This is an optimization exercise on Yosys and OpenROAD, whose aim is small area, not a production implementation.
Only simulation tests tie the RTL to the original design; equivalence was not proved.
No driver is modelled on the clock port, so clocking that relies on it looks cheaper here than on a real chip.
Power figures rest on the tool's default switching activity, not on a simulated workload.

Setup of lane 1:
## uart
module uart#(
  parameter CLK_FREQ = 50_000_000,
  parameter BAUD_RATE = 1200,
  parameter SAMPLING_RATE = 16,
  parameter DBITS = 8,
  parameter SBITS = 2,
  parameter FIFO_DEPTH = 8
)(
  input  wire             i_clk,
  input  wire             i_rst_n,
  input  wire             i_wr_uart,
  input  wire             i_rd_uart,
  input  wire [DBITS-1:0] i_wr_data,
  input  wire [1:0]       i_bd_rate,
  input  wire             i_d_num,
  input  wire             i_s_num,
  input  wire [1:0]       i_par,
  input  wire             i_rx,
  output wire             o_tx,
  output wire             o_rx_empty,
  output wire             o_tx_full,
  output wire             o_rx_full,
  output wire [2:0]       o_err,
  output wire [DBITS-1:0] o_rd_data
);
clock: 20.0 ns
lec_check: 0
cap_margin: 20
core_margin: 2
core_utilization: 70
slew_margin: 20
standard.sh (not shown) runs the stock make flow with config.mk's settings and CLKGATE_MAP_FILE= SYNTH_SCRIPT=/design/flow/synth_recipe.tcl, a recipe that flattens the netlist after the stock synthesis.
==> flow/flow/run.sh <==
#!/bin/bash
# The standard layout, changed in three ways that leave the design and
# its registers as the standard synthesis makes them:
#  - synthesis maps the logic with an area-oriented ABC script
#    (flow/abc_area.script) instead of ORFS's speed script; everything else
#    in synthesis (synth_recipe.tcl and ORFS's synth.tcl) is unchanged;
#  - each port gets a buf_1 instead of ORFS's default port buffer;
#  - the clock tree uses clkbuf_8 buffers and no dummy balancing loads.
set -euo pipefail
HERE=$PWD
rm -rf "$HERE/orfs_scripts"
cp -r "$FLOW_HOME/scripts" "$HERE/orfs_scripts"
cp "$HERE/flow/abc_area.script" "$HERE/orfs_scripts/abc_speed.script"
bash standard.sh SCRIPTS_DIR="$HERE/orfs_scripts" synth > "$HERE/synth.log" 2>&1
export BUFFER_PORTS_ARGS="-buffer_cell sky130_fd_sc_hd__buf_1"
export CTS_ARGS="-sink_clustering_enable -repair_clock_nets -dont_use_dummy_load -buf_list {sky130_fd_sc_hd__clkbuf_8}"
bash standard.sh > "$HERE/standard.log" 2>&1
==> flow/flow/abc_area.script <==
strash
&get -n
&deepsyn -T 30 -S 1
&put
dch -f
&get -n
&nf -R 1000
&put
topo
### lane 1 -> lane 2
-- flow/design.v --
<<< lane 1, line 110
  reg [DBITS-1:0] b_reg, b_next;
  reg rx_done;
  wire [3:0] s_step = {s_reg[2:0], s_reg[3] ^ s_reg[2] ^ ~|s_reg[2:0]};
  wire s_end  = (s_reg[3:0] == 4'd13);                           
  wire sb_end = s_end & (s_reg[4] != i_s_num);
  wire [4:0] s_inc = {(state_reg == STOP) & (s_reg[4] ^ (s_reg[3:0] == 4'd8)), s_step};   
  wire [2:0] n_step = {n_reg[1:0], n_reg[2] ^ n_reg[1] ^ ~|n_reg[1:0]};
  wire n_last = (n_reg == (i_d_num ? 3'd4 : 3'd6));            
  assign o_err = {stop_err, parity_err, start_err};
  always @(posedge i_clk, negedge i_rst_n) begin
>>> lane 2, line 110
  reg [DBITS-1:0] b_reg, b_next;
  reg rx_done;
  wire s_end  = (s_reg[3:0] == 4'd7);
  wire sb_end = s_end & (s_reg[4] != i_s_num);
  wire [4:0] s_inc = {(state_reg == STOP) & (s_reg[4] ^ (&s_reg[3:0])), s_reg[3:0] + 4'd1};
  wire n_last = (n_reg == (i_d_num ? DBITS-1 : DBITS-2));
  assign o_err = {stop_err, parity_err, start_err};
  always @(posedge i_clk, negedge i_rst_n) begin
<<< lane 1, line 184
            end
            else begin
              n_next = n_step;
            end
          end
>>> lane 2, line 182
            end
            else begin
              n_next = n_reg + 1'b1;
            end
          end
<<< lane 1, line 239
  reg pbit;
  reg [2:0] state_reg, state_next;
  reg [4:0] s_reg, s_next;
  reg [2:0] n_reg, n_next;
  reg n_wrap, n_wrap_next;
  reg tx_reg, tx_next;
  reg tx_done;
  reg dbit;
  wire [3:0] s_step  = {s_reg[2:0], s_reg[3] ^ s_reg[2] ^ ~|s_reg[2:0]};
  wire       s_last  = (s_reg[3:0] == 4'd8);                    
  wire       sb_last = s_last & (s_reg[4] == i_s_num);
  wire [4:0] s_inc   = {(state_reg == STOP) & (s_reg[4] ^ s_last), s_step};
  wire [2:0] n_step  = {n_reg[1:0], n_reg[2] ^ n_reg[1] ^ ~|n_reg[1:0]};
  wire       n_7     = (n_reg == 3'd4);                         
  wire       n_last  = i_d_num ? n_7 : (n_reg == 3'd6);         
  always @(*) begin
    case (n_reg)
      3'd0:    dbit = i_tx_data[0];
      3'd1:    dbit = i_tx_data[1];
      3'd2:    dbit = i_tx_data[2];
      3'd5:    dbit = i_tx_data[3];
      3'd3:    dbit = i_tx_data[4];
      3'd7:    dbit = i_tx_data[5];
      3'd6:    dbit = i_tx_data[6];
      default: dbit = i_tx_data[7];
    endcase
  end
  always @(*) begin
>>> lane 2, line 237
  reg pbit;
  reg [2:0] state_reg, state_next;
  reg [$clog2(SAMPLING_RATE*2)-1:0] s_reg, s_next;
  reg [$clog2(DBITS)-1:0] n_reg, n_next;
  reg n_wrap, n_wrap_next;
  reg tx_reg, tx_next;
  reg tx_done;
  wire s_last  = &s_reg[3:0];
  wire sb_last = s_last & (s_reg[4] == i_s_num);
  wire [4:0] s_inc = {(state_reg == STOP) & (s_reg[4] ^ s_last), s_reg[3:0] + 4'd1};
  wire n_last  = (n_reg == (i_d_num ? DBITS-1 : DBITS-2));
  reg dbit;
  integer i;
  always @(*) begin
    dbit = 1'b0;
    for (i = 0; i < DBITS; i = i + 1)
      dbit = dbit | (i_tx_data[i] & (n_reg == i));
    dbit = dbit & ~n_wrap;
  end
  always @(*) begin
<<< lane 1, line 308
      end
      DATA: begin
        tx_next = dbit & ~n_wrap;
        if(i_s_tick) begin
          s_next = s_inc;
>>> lane 2, line 298
      end
      DATA: begin
        tx_next = dbit;
        if(i_s_tick) begin
          s_next = s_inc;
<<< lane 1, line 316
            end
            else begin
              n_next = n_step;
              if(n_7)
                n_wrap_next = 1'b1;
            end
>>> lane 2, line 306
            end
            else begin
              n_next = n_reg + 1'b1;
              if(&n_reg)
                n_wrap_next = 1'b1;
            end
--- outcome ---
- | routed via count | lane 2 vs lane 1 | 2.4% higher |
- The sequential share of layout area of lane 2 is lower than that of lane 1.
- Summary of lane 2 over lane 1: HPWL after detailed placement went up; met2 layer wire length in the routed design went down; maximum clock rate went up; final critical-path setup slack went up.
- On power after layout, lane 2 tracks lane 1 almost exactly.
- On lane 2: final cycle utilization of the critical path is 3.7 points lower than what lane 1 gave.


Setup of red:
uart, a different RTL version from the one above (not shown whole).
Size in the first run: roughly 180 flip-flops.
Design uart, start of the top module:
module uart#(
  parameter CLK_FREQ = 50_000_000,
  parameter BAUD_RATE = 1200,
  parameter SAMPLING_RATE = 16,
  parameter DBITS = 8,
  parameter SBITS = 2,
  parameter FIFO_DEPTH = 8
)(
  input  wire             i_clk,
  input  wire             i_rst_n,
  input  wire             i_wr_uart,
  input  wire             i_rd_uart,
  input  wire [DBITS-1:0] i_wr_data,
  input  wire [1:0]       i_bd_rate,
  input  wire             i_d_num,
  input  wire             i_s_num,
  input  wire [1:0]       i_par,
  input  wire             i_rx,
  output wire             o_tx,
  output wire             o_rx_empty,
  output wire             o_tx_full,
  output wire             o_rx_full,
  output wire [2:0]       o_err,
  output wire [DBITS-1:0] o_rd_data
);
==> module fifo, before the edit <==
module fifo#(
  parameter WIDTH = 8,
  parameter DEPTH = 8
)(
  input wire              i_clk,
  input wire              i_rst_n,
  input wire  [WIDTH-1:0] i_wr_data,
  input wire              i_wr,
  input wire              i_rd,
  output wire [WIDTH-1:0] o_rd_data,
  output wire             o_full,
  output wire             o_empty
);
  localparam AW = $clog2(DEPTH);
  reg [WIDTH-1:0] mem [0:DEPTH-1];
  reg [AW-1:0] wr_ptr, rd_ptr;
  reg          wrap_diff;
  wire same = (wr_ptr == rd_ptr);
  assign o_full  = same & wrap_diff;
  assign o_empty = same & ~wrap_diff;
  wire do_wr = i_wr && (!o_full || i_rd);
  wire do_rd = i_rd && (!o_empty || i_wr);
  always @(posedge i_clk) begin
    if(do_wr)
      mem[wr_ptr] <= i_wr_data;
  end
  always @(posedge i_clk, negedge i_rst_n) begin
    if(!i_rst_n)
      wr_ptr <= 'b0;
    else if(do_wr)
      wr_ptr <= wr_ptr + 1'b1;
  end
  always @(posedge i_clk, negedge i_rst_n) begin
    if(!i_rst_n)
      rd_ptr <= 'b0;
    else if(do_rd)
      rd_ptr <= rd_ptr + 1'b1;
  end
  always @(posedge i_clk, negedge i_rst_n) begin
    if(!i_rst_n)
      wrap_diff <= 1'b0;
    else
      wrap_diff <= wrap_diff ^ (do_wr & (&wr_ptr)) ^ (do_rd & (&rd_ptr));
  end
  reg [WIDTH-1:0] rd_data;
  integer i;
  always @(*) begin
    rd_data = {WIDTH{1'b0}};
    for (i = 0; i < DEPTH; i = i + 1)
      rd_data = rd_data | (mem[i] & {WIDTH{rd_ptr == i}});
  end
  assign o_rd_data = rd_data;
endmodule
Settings: LEC_CHECK=0, CAP_MARGIN=0, CORE_MARGIN=2, CORE_UTILIZATION=70, GPL_TIMING_DRIVEN=0, SLEW_MARGIN=0; clock period 20.0 ns.
==> flow/flow/run.sh <==
#!/bin/bash
# The standard layout, changed in four ways that leave the design and
# its registers as the standard synthesis makes them:
#  - synthesis maps the logic with an area-oriented ABC script
#    (flow/abc_area.script) instead of ORFS's speed script, and leaves
#    adders to ABC instead of mapping them to half/full-adder cells first
#    (ADDER_MAP_FILE empty); everything else in synthesis (synth_recipe.tcl
#    and ORFS's synth.tcl) is unchanged;
#  - floorplanning removes the buffers synthesis left (REMOVE_ABC_BUFFERS),
#    which the standard flow otherwise removes only in timing-driven global
#    placement (turned off in config.mk);
#  - each port gets a buf_1 instead of ORFS's default port buffer;
#  - the clock tree is built by flow/cts_tree.tcl (run as ORFS's
#    PRE_CTS_TCL hook): one root buffer and 11 leaf buffers over k-means
#    clusters of the flip-flops, instead of TritonCTS's 17-buffer H-tree.
set -euo pipefail
HERE=$PWD
rm -rf "$HERE/orfs_scripts"
cp -r "$FLOW_HOME/scripts" "$HERE/orfs_scripts"
cp "$HERE/flow/abc_area.script" "$HERE/orfs_scripts/abc_speed.script"
bash standard.sh SCRIPTS_DIR="$HERE/orfs_scripts" ADDER_MAP_FILE= synth > "$HERE/synth.log" 2>&1
export REMOVE_ABC_BUFFERS=1
export BUFFER_PORTS_ARGS="-buffer_cell sky130_fd_sc_hd__buf_1"
export PRE_CTS_TCL="$HERE/flow/cts_tree.tcl"
export CTS_ARGS="-dont_use_dummy_load -buf_list {sky130_fd_sc_hd__clkbuf_8}"
bash standard.sh > "$HERE/standard.log" 2>&1
Other scripts of this flow, unchanged in this note and not shown: flow/flow/abc_area.script, flow/flow/cts_tree.tcl
Inputs modified between red and green:
==> flow/design.v, changed modules only <==
module fifo#(
  parameter WIDTH = 8,
  parameter DEPTH = 8
)(
  input wire              i_clk,
  input wire              i_rst_n,
  input wire  [WIDTH-1:0] i_wr_data,
  input wire              i_wr,
  input wire              i_rd,
  output wire [WIDTH-1:0] o_rd_data,
  output wire             o_full,
  output wire             o_empty
);
  localparam AW = $clog2(DEPTH);
  reg [WIDTH-1:0] mem [0:DEPTH-1];
  reg [AW:0] wr_ptr, rd_ptr;
  assign o_full  = (wr_ptr[AW] != rd_ptr[AW]) && (wr_ptr[AW-1:0] == rd_ptr[AW-1:0]);
  assign o_empty = (rd_ptr == wr_ptr);
  wire do_wr = i_wr && (!o_full || i_rd);
  wire do_rd = i_rd && (!o_empty || i_wr);
  always @(posedge i_clk) begin
    if(do_wr)
      mem[wr_ptr[AW-1:0]] <= i_wr_data;
  end
  always @(posedge i_clk, negedge i_rst_n) begin
    if(!i_rst_n)
      wr_ptr <= 'b0;
    else if(do_wr)
      wr_ptr <= wr_ptr + 1'b1;
  end
  always @(posedge i_clk, negedge i_rst_n) begin
    if(!i_rst_n)
      rd_ptr <= 'b0;
    else if(do_rd)
      rd_ptr <= rd_ptr + 1'b1;
  end
  reg [WIDTH-1:0] rd_data;
  integer i;
  always @(*) begin
    rd_data = {WIDTH{1'b0}};
    for (i = 0; i < DEPTH; i = i + 1)
      rd_data = rd_data | (mem[i] & {WIDTH{rd_ptr[AW-1:0] == i}});
  end
  assign o_rd_data = rd_data;
endmodule
--- outcome ---
Compared green vs red, and met3 usage is up in green. green can be clocked faster than red. Transition time at the pin with the least slew margin up 12 ps in green wrt red. Delta (green minus red): clock skew now larger; detailed-routing iteration count for the pre-antenna-repair pass now smaller. Final critical-path required period down 420 ps in green wrt red. Taking green as 1.0, red lands at 0.918 on total power.

==> afterwards: timing with drivers on the ports <==
The flow's constraints put no driver on any port. The routed layouts listed below were extracted and timed again, unchanged, in two steps.
Step 1 (the two cells are an assumption about what drives the block):
set clk [get_ports {i_clk}]
set_driving_cell -lib_cell sky130_fd_sc_hd__clkbuf_16 $clk
set_driving_cell -lib_cell sky130_fd_sc_hd__buf_2 [delete_from_list [all_inputs] $clk]
Step 2 moves the port delays by t, midway between the first and last clock arrival at a register: inputs arrive t later, outputs are due t later. That takes back most of the time a late clock gives input paths.
Slacks: ideal ports / drivers / drivers and shift; pairs: ideal ports / drivers.
run | shift t [ns] | setup slack, ns | worst setup path after step 2 | clock arrival spread, ns
lane 1 | 0.466 | 12.312 / 12.320 / 11.854 | input to register | 0.024 / 0.024
lane 2 | 0.469 | 13.046 / 13.058 / 12.590 | input to register | 0.021 / 0.021
red | 0.464 | 11.994 / 12.007 / 11.543 | input to register | 0.017 / 0.016
green | 0.468 | 12.411 / 12.421 / 11.953 | input to register | 0.023 / 0.023
After both steps setup and hold are still met in every run listed.
